From an optimization exercise on the open Yosys and OpenROAD flow, aimed at small area, a short achievable clock period and few clock cycles per item; shortcuts taken in it are not production practice.
Where RTL was checked, it was by simulation tests only, not by an equivalence proof against the original.

## the previous run
==> flow/design.v (excerpt) <==
module filter
	#(parameter DWIDTH = 16)
	(input clk,
		input rst,
		output req_in,
		input ack_in,
		input [0:DWIDTH-1] data_in,
		output req_out,
		input ack_out,
		output [0:DWIDTH-1] data_out);
Size in the first run: roughly 300 flip-flops, ~38 I/O pins, ~27000 um^2 of cells after synthesis.
==> flow/config.mk <==
export PLATFORM = sky130hd
export DESIGN_NAME = filter
export DESIGN_NICKNAME = filter
export VERILOG_FILES = /design/flow/design.v
export SDC_FILE = /design/flow/constraint.sdc
export NUM_CORES = 4
export LEC_CHECK = 0
export ABC_AREA = 1
export CAP_MARGIN = 20
export CORE_MARGIN = 2
export CORE_UTILIZATION = 40
export SLEW_MARGIN = 20
export SYNTH_HIERARCHICAL = 1
export SYNTH_MEMORY_MAX_BITS = 16384
export SYNTH_MINIMUM_KEEP_SIZE = 0
==> flow/constraint.sdc <==
create_clock -name core_clock -period 11.0 [get_ports {clk}]
set_input_delay 2.2000 -clock core_clock [delete_from_list [all_inputs] [get_ports {clk}]]
set_output_delay 2.2000 -clock core_clock [all_outputs]
set_load 0.01 [all_outputs]
standard.sh (not shown) runs the stock make flow with config.mk's settings and CLKGATE_MAP_FILE= SYNTH_SCRIPT=/design/flow/synth_recipe.tcl, a recipe that flattens the netlist after the stock synthesis.
==> flow/flow/run.sh <==
#!/bin/bash
# The standard layout (standard.sh: the standard flow's synthesis and ORFS flow with the
# settings of config.mk), with repair_timing asked for more setup slack than
# config.mk's SETUP_SLACK_MARGIN may ask for. The make output goes to
# standard_flow.log; ORFS's own logs stay under orfs/logs.
set -euo pipefail
MARGIN=$(cat flow/margin)
bash standard.sh SETUP_SLACK_MARGIN=$MARGIN finish > standard_flow.log 2>&1
==> flow/flow/margin <==
7
### the previous run -> the current run
==> flow/flow/margin <==
8
Notes after the runs:
The previous run → the current run: multi-input logic cell count held steady, final worst slack grew by 0.49 ns, number of cells in the design after placement held steady.
No functional check of the RTL was part of any run of this note.

========
Setup of 03-21:
Another version of the RTL of filter (not shown whole).
For scale: roughly 27000 um2 of cells after synthesis.
==> flow/config.mk <==
export PLATFORM = sky130hd
export DESIGN_NAME = filter
export DESIGN_NICKNAME = filter
export VERILOG_FILES = /design/flow/design.v
export SDC_FILE = /design/flow/constraint.sdc
export NUM_CORES = 4
export LEC_CHECK = 0
export ABC_AREA = 1
export CAP_MARGIN = 10
export CORE_MARGIN = 2
export CORE_UTILIZATION = 40
export CTS_CLUSTER_DIAMETER = 80
export CTS_CLUSTER_SIZE = 20
export SLEW_MARGIN = 10
export SYNTH_HIERARCHICAL = 1
export SYNTH_MEMORY_MAX_BITS = 16384
export SYNTH_MINIMUM_KEEP_SIZE = 0
==> flow/constraint.sdc <==
create_clock -name core_clock -period 11.0 [get_ports {clk}]
set_input_delay 2.2000 -clock core_clock [delete_from_list [all_inputs] [get_ports {clk}]]
set_output_delay 2.2000 -clock core_clock [all_outputs]
set_load 0.01 [all_outputs]
==> flow/flow/margin <==
7.5
Scripts as last shown in full above: flow/flow/run.sh
03-21 | stages: all done | timing, DRC, antenna: all pass
Testbench counts of 03-21, summed over its fixed seeds: cycles 64,000, items 32,000.
## Diff of input files: 10-25 against 03-21
# 03-21
export LEC_CHECK = 0
export ABC_AREA = 1
export CAP_MARGIN = 10
export CORE_MARGIN = 2
export CORE_UTILIZATION = 40
export CTS_CLUSTER_DIAMETER = 80
export CTS_CLUSTER_SIZE = 20
export SLEW_MARGIN = 10
export SYNTH_HIERARCHICAL = 1
export SYNTH_MEMORY_MAX_BITS = 16384
export SYNTH_MINIMUM_KEEP_SIZE = 0
create_clock -name core_clock -period 11.0 [get_ports {clk}]
# 10-25
export LEC_CHECK = 0
export ABC_AREA = 1
export CAP_MARGIN = 20
export CORE_MARGIN = 2
export CORE_UTILIZATION = 40
export SLEW_MARGIN = 20
export SYNTH_HIERARCHICAL = 1
export SYNTH_MEMORY_MAX_BITS = 16384
export SYNTH_MINIMUM_KEEP_SIZE = 0
create_clock -name core_clock -period 11.0 [get_ports {clk}]
==> flow/flow/margin <==
7.75
### Flow results
- r0[0]$_SDFFE_PP0P_ as the start point of the critical path was reported by 03-21, and e1[4]$_DFF_P_ by 10-25.
- Comparing the two runs side by side, 10-25 comes out ahead of 03-21 on maximum frequency.
- Comparing 10-25 and 03-21, the higher wire length on met2 is on 10-25.
- 10-25: setup slack after layout higher than 03-21
- Final area, 10-25 vs 03-21: up by a little under 10%
- Of 10-25 and 03-21, it is 10-25 that has the higher wire length of the first global-routing pass.
- Cell count of the worst reg-to-reg path delta for 10-25 relative to 03-21: 2 higher
- The share of the clock period used by the worst path in 10-25 was lower than what 03-21 gave.
- Utilization in 10-25 vs 03-21: up 3.5 points
- First-pass detailed-route iteration total (higher): 10-25
- NOTE: hold slack in 10-25 falls short of that of 03-21

[port drivers added, routing unchanged]
No port has a modelled driver above. Below, the same layouts with a new extraction and two added sets of constraints. Step 1 sets driving cells, clkbuf_16 on the clock port and buf_2 on the other inputs (assumed; they add their load-dependent delay and slew). Step 2 also shifts input and output timing later by t, the mid clock arrival at the registers, as if the neighbouring blocks saw the same clock. Slacks: ideal ports / drivers / drivers and shift; pairs: ideal ports / drivers.
run	shift t [ns]	setup WS [ns]	worst setup path after step 2	worst slew at a driven data input, ns
the previous run	0.601	7.027 / 7.027 / 6.693	input to register	0.05
the current run	0.599	7.519 / 7.519 / 7.398	input to register	0.12
03-21	0.613	7.525 / 7.505 / 7.109	input to register	0.04
10-25	0.609	7.730 / 7.684 / 7.249	input to register	0.04
After both steps every run listed still meets setup and hold. The setup slack of 10-25, which loses most, moves by -0.046 ns with the drivers and by -0.481 ns with both steps.
